Source: an optimization exercise on an open RTL-to-GDS flow (aim: small area and a short achievable clock period). Production flows keep margins and buffers that such runs may drop.
At most, simulation tests tie the RTL to the original design; equivalence was not proved.

== job 2273 ==
// convolution
module convolution (
    input clk,
    input rst,
    input signed [15:0] x_in,
    output signed [31:0] y_out,
    output signed [31:0] y_out_t
);
  reg [15:0] s0;
  reg [15:0] s1;
  reg [15:0] s2;
  reg [15:0] s3;
  reg [15:0] s4;
  reg [15:0] s5;
  reg [15:0] s6;
  reg [15:0] s7;
  reg [15:0] s8;
  reg [15:0] s9;
  reg [15:0] s10;
  reg [15:0] s11;
  reg [15:0] s12;
  reg [15:0] s13;
  reg [15:0] s14;
  reg [15:0] s15;
  reg [15:0] s16;
  reg [15:0] s17;
  reg [15:0] s18;
  reg [15:0] s19;
  reg [15:0] s20;
  reg [15:0] s21;
  reg [15:0] s22;
  reg [15:0] s23;
  reg [15:0] s24;
  reg [15:0] s25;
  reg [15:0] s26;
  reg [15:0] s27;
  reg [15:0] s28;
  reg [15:0] s29;
  reg [15:0] s30;
  reg [15:0] s31;
  reg [15:0] s32;
  reg [15:0] s33;
  reg [15:0] s34;
  reg [15:0] s35;
  reg [15:0] s36;
  reg [15:0] s37;
  reg [15:0] s38;
  reg [15:0] yt;
  reg [30:0] y;
  reg [24:0] v;
  reg [30:0] rs, rc;
  reg ytc1, ytc2, ytc3;    
  reg zr0_0;
  reg zr0_1;
  reg zr1_0;
  reg zr1_1;
  reg zr2_0;
  reg zr2_1;
  reg zr3_0;
  reg zr3_1;
  reg zr4_0;
  reg zr4_1;
  reg zr5_0;
  reg zr5_1;
  reg zr6_0;
  reg zr6_1;
  reg zr7_0;
  reg zr7_1;
  reg zr8_0;
  reg zr8_1;
  reg zr9_0;
  reg zr9_1;
  reg zr10_0;
  reg zr10_1;
  reg zr11_0;
  reg zr11_1;
  reg zr12_0;
  reg zr12_1;
  reg zr13_0;
  reg zr13_1;
  reg zr14_0;
  reg zr14_1;
  reg zr15_0;
  reg zr15_1;
  reg zr16_0;
  reg zr16_1;
  reg zr17_0;
  reg zr17_1;
  reg zr18_0;
  reg zr18_1;
  reg zr19_0;
  reg zr19_1;
  reg zr20_0;
  reg zr20_1;
  reg zr21_0;
  reg zr21_1;
  reg zv0_0;
  reg zv0_1;
  reg zv1_0;
  reg zv1_1;
  reg zv2_0;
  reg zv2_1;
  reg zv3_0;
  reg zv3_1;
  reg zv4_0;
  reg zv4_1;
  reg zv5_0;
  reg zv5_1;
  reg zv6_0;
  reg zv6_1;
  reg zv7_0;
  reg zv7_1;
  reg zv8_0;
  reg zv8_1;
  reg zv9_0;
  reg zv9_1;
  reg zv10_0;
  reg zv10_1;
  reg zv11_0;
  reg zv11_1;
  reg zv12_0;
  reg zv12_1;
  reg zv13_0;
  reg zv13_1;
  reg zv14_0;
  reg zv14_1;
  reg zv15_0;
  reg zv15_1;
  reg zv16_0;
  reg zv16_1;
  reg zv17_0;
  ...
clock: 15.0 ns
lec_check: 0
cap_margin: 5
core_margin: 2
core_utilization: 40
cts_cluster_diameter: 80
cts_cluster_size: 28
slew_margin: 5
synth_hierarchical: 1
standard.sh (not shown) runs the stock make flow with config.mk's settings and CLKGATE_MAP_FILE= SYNTH_SCRIPT=/design/flow/synth_recipe.tcl, a recipe that flattens the netlist after the stock synthesis.
==> flow/flow/run.sh <==
#!/bin/bash
# Standard ORFS layout, with repair_timing asked to keep a larger setup margin
# than the clock period needs, so that it works on the paths that set the
# achieved period.  Constraints (constraint.sdc) are unchanged.
set -euo pipefail
export SETUP_SLACK_MARGIN=10.7
bash standard.sh finish > standard_finish.log 2>&1
Looking at the reports, job 2273 completed the entire flow and the layout it produced met the timing, design-rule and antenna checks.
What job 7828 does differently from job 2273 at the input level:
Settings: SLEW_MARGIN: 5 -> 20; PLACE_DENSITY: unset -> 0.5; CAP_MARGIN: 5 -> 20.
--- a/flow/flow/run.sh
+++ b/flow/flow/run.sh
@@ -6 +6 @@
-export SETUP_SLACK_MARGIN=10.7
+export SETUP_SLACK_MARGIN=10.8
[summary]
Job 7828 reached the end of the flow, and the finished layout is clean on the timing, design-rule and antenna checks. Against job 2273, job 7828 reports a time the final worst path needs with I/O delays and setup that is lower. The design area reported for job 7828 is greater than that of job 2273 by 650 sq um. [compare] base=job 2273 new=job 7828: slew of the pin with the lowest slew margin now sits higher, via-per-instance ratio now sits lower. Job 2273 vs job 7828, end of the critical path: y_out_t[20] vs y_out[30].
### job 7828 -> job 9096
Settings: putting ABC_CLOCK_PERIOD_IN_PS at 1000 where nothing was set; clearing PLACE_DENSITY, which used to be 0.5.
==> run notes <==
Number of gates on the worst path with buffers counted: job 7828 vs job 9096 — no meaningful difference. Cmp job 7828 and job 9096 / count of placed standard cells in the final layout, fillers left out / lower: job 9096. As far as width of the die goes, job 7828 and job 9096 are indistinguishable; the numbers are identical. Re number of inserted filler cells in the final layout: job 7828 was higher than job 9096. Looking at job 7828 and job 9096, the multi-input combinational cell area is a wash. ~same delay of the slowest cell on the worst path in job 7828 and job 9096. Relative to job 7828, the final instance area measured on job 9096 has decreased slightly. Diff job 7828 -> job 9096: multi-input logic portion of the cell area now larger, die area neither gained nor lost much, post-route worst setup slack went up.
Inputs modified between job 9096 and job 2640:
Settings: removing ABC_CLOCK_PERIOD_IN_PS (formerly 1000); setting GPL_ROUTABILITY_DRIVEN to 0 for the first time.
Notes after the runs:
From job 9096 to job 2640 the numbers moved as follows: period utilization essentially unchanged. Reported for job 2640 and job 9096, number of buffers other than clock buffers in the final layout turned out identical to the last digit. [compare] base=job 9096 new=job 2640: critical path depth stayed essentially flat, final wirelength has remained practically unchanged.

---

lagoon:
convolution, a different RTL version from the one above (not shown whole).
Size in the first run: ~2400 cells after synthesis, about 810 flip-flops, about 82 I/O pins, roughly 43000 um2 of cells after synthesis.
Settings: LEC_CHECK=0, CAP_MARGIN=20, CORE_MARGIN=2, CORE_UTILIZATION=40, SLEW_MARGIN=20, SYNTH_HIERARCHICAL=1; clock period 15.0 ns.
run.sh (not shown) runs the stock make flow with config.mk's settings and CLKGATE_MAP_FILE= SYNTH_SCRIPT=/design/flow/synth_recipe.tcl, a recipe that flattens the netlist after the stock synthesis.
Stock flow here: none of the scripts above is used.
lagoon finished end to end and its layout was clean on timing, DRC and antenna.
The inputs of zinc differ from those of lagoon as listed below.
==> flow/flow/run.sh (new file) <==
#!/bin/bash
# Standard ORFS layout, with repair_timing asked to keep a larger setup margin
# than the clock period needs, so that it works on the paths that set the
# achieved period.  Constraints (constraint.sdc) are unchanged.
set -euo pipefail
export SETUP_SLACK_MARGIN=11.0
bash standard.sh finish > standard_finish.log 2>&1
==> flow/standard.sh (new file) <==
#!/bin/bash
# synth_recipe.tcl (not shown) runs the flow's synth.tcl, then flattens the netlist and writes it again
# the make line also repeats each setting of config.mk as NAME=value (left out here)
make -C /OpenROAD-flow-scripts/flow DESIGN_CONFIG=/design/flow/config.mk WORK_HOME=/design/flow/orfs CLKGATE_MAP_FILE= SYNTH_SCRIPT=/design/flow/synth_recipe.tcl "${@:-finish}"
removed: flow/run.sh
Notes after the runs:
- The final layout from zinc, which completed every stage, passed the timing, design-rule and antenna checks at the end of the flow.
- zinc against lagoon: total number of nets in the final design increased by 200 relative to the old numbers, final area went up, via count picked up an extra 1124, post-CTS setup repair buffer count up 145.
- Diff lagoon -> zinc | per-cell routed wire length | increase of 1.5%
- Summary of zinc over lagoon: maximum clock rate rose about 10%; global routing met1 resource utilization rose 1.5 points.
Input-level comparison between juniper and zinc:
--- a/flow/flow/run.sh
+++ b/flow/flow/run.sh
@@ -4,4 +4,4 @@
 # achieved period.  Constraints (constraint.sdc) are unchanged.
 set -euo pipefail
-export SETUP_SLACK_MARGIN=11.0
+export SETUP_SLACK_MARGIN=11.5
 bash standard.sh finish > standard_finish.log 2>&1
--- outcome ---
Changes observed in juniper relative to zinc: total of fill cells in the finished design went down by about 1%, global-route wire length before repair went up by 1600 um, sequential cell count was more or less identical. On ratio of final minimum period to clock period, juniper and zinc are basically level. ~same signal arrival time at the worst endpoint in juniper and zinc. Looking at juniper and zinc, the top achievable clock speed is a wash. Global-route usage over all layers: juniper higher than zinc. juniper closes out successfully: all stages finished, all timing, DRC and antenna checks passed.
Modified inputs, amber compared to juniper
--- a/flow/flow/run.sh
+++ b/flow/flow/run.sh
@@ -4,4 +4,4 @@
 # achieved period.  Constraints (constraint.sdc) are unchanged.
 set -euo pipefail
-export SETUP_SLACK_MARGIN=11.5
+export SETUP_SLACK_MARGIN=10.5
 bash standard.sh finish > standard_finish.log 2>&1
[compare] base=juniper new=amber: wire length of the first global-routing pass went down 7000 um; post-detailed-placement cell area saw little to no change; clock-buffer cell count climbed 9; post-layout utilization of the core now smaller. CTS clock-pin slew for the worst setup and hold paths across juniper and amber: no real change.
No functional check of the RTL was part of any run of this note.

port drivers added, routing unchanged:
The flow's constraints put no driver on any port. The routed layouts listed below were extracted and timed again, unchanged, in two steps. Step 1 sets driving cells, clkbuf_16 on the clock port and buf_2 on the other inputs (assumed; they add their load-dependent delay and slew). Step 2 times the ports against the registers' clock, not the clock port: input delays grow and output delays shrink by t, the midpoint of the rising clock arrivals with the driver on. a / b / c = ideal ports / drivers / drivers and shift; a / b = the first two.
| run | shift t [ns] | setup WS [ns] | hold slack, ns | slew at the worst register clock pin (ns) | cell pins on the clock port's net |
|---|---|---|---|---|---|
| job 2273 | 0.694 | 10.600 / 10.533 / 10.227 | 0.330 / 0.330 / 0.330 | 0.11 / 0.11 | 1 |
| job 7828 | 0.703 | 10.691 / 10.624 / 10.219 | 0.347 / 0.347 / 0.347 | 0.11 / 0.11 | 1 |
| job 9096 | 0.692 | 10.711 / 10.644 / 10.373 | 0.345 / 0.345 / 0.345 | 0.11 / 0.11 | 1 |
| job 2640 | 0.692 | 10.711 / 10.644 / 10.373 | 0.345 / 0.345 / 0.345 | 0.11 / 0.11 | 1 |
| lagoon | 0.717 | 9.820 / 9.820 / 9.209 | 0.343 / 0.343 / 0.343 | 0.07 / 0.07 | 1 |
| zinc | 0.720 | 10.310 / 10.303 / 10.310 | 0.332 / 0.332 / 0.332 | 0.07 / 0.07 | 1 |
| juniper | 0.718 | 10.311 / 10.293 / 10.311 | 0.327 / 0.327 / 0.327 | 0.07 / 0.07 | 1 |
| amber | 0.705 | 10.335 / 10.335 / 10.013 | 0.336 / 0.336 / 0.336 | 0.07 / 0.07 | 1 |
After both steps every run listed still meets setup and hold. The setup slack of lagoon, which loses most, moves by 0.000 ns with the drivers and by -0.611 ns with both steps. Setup slack includes reset recovery checks.
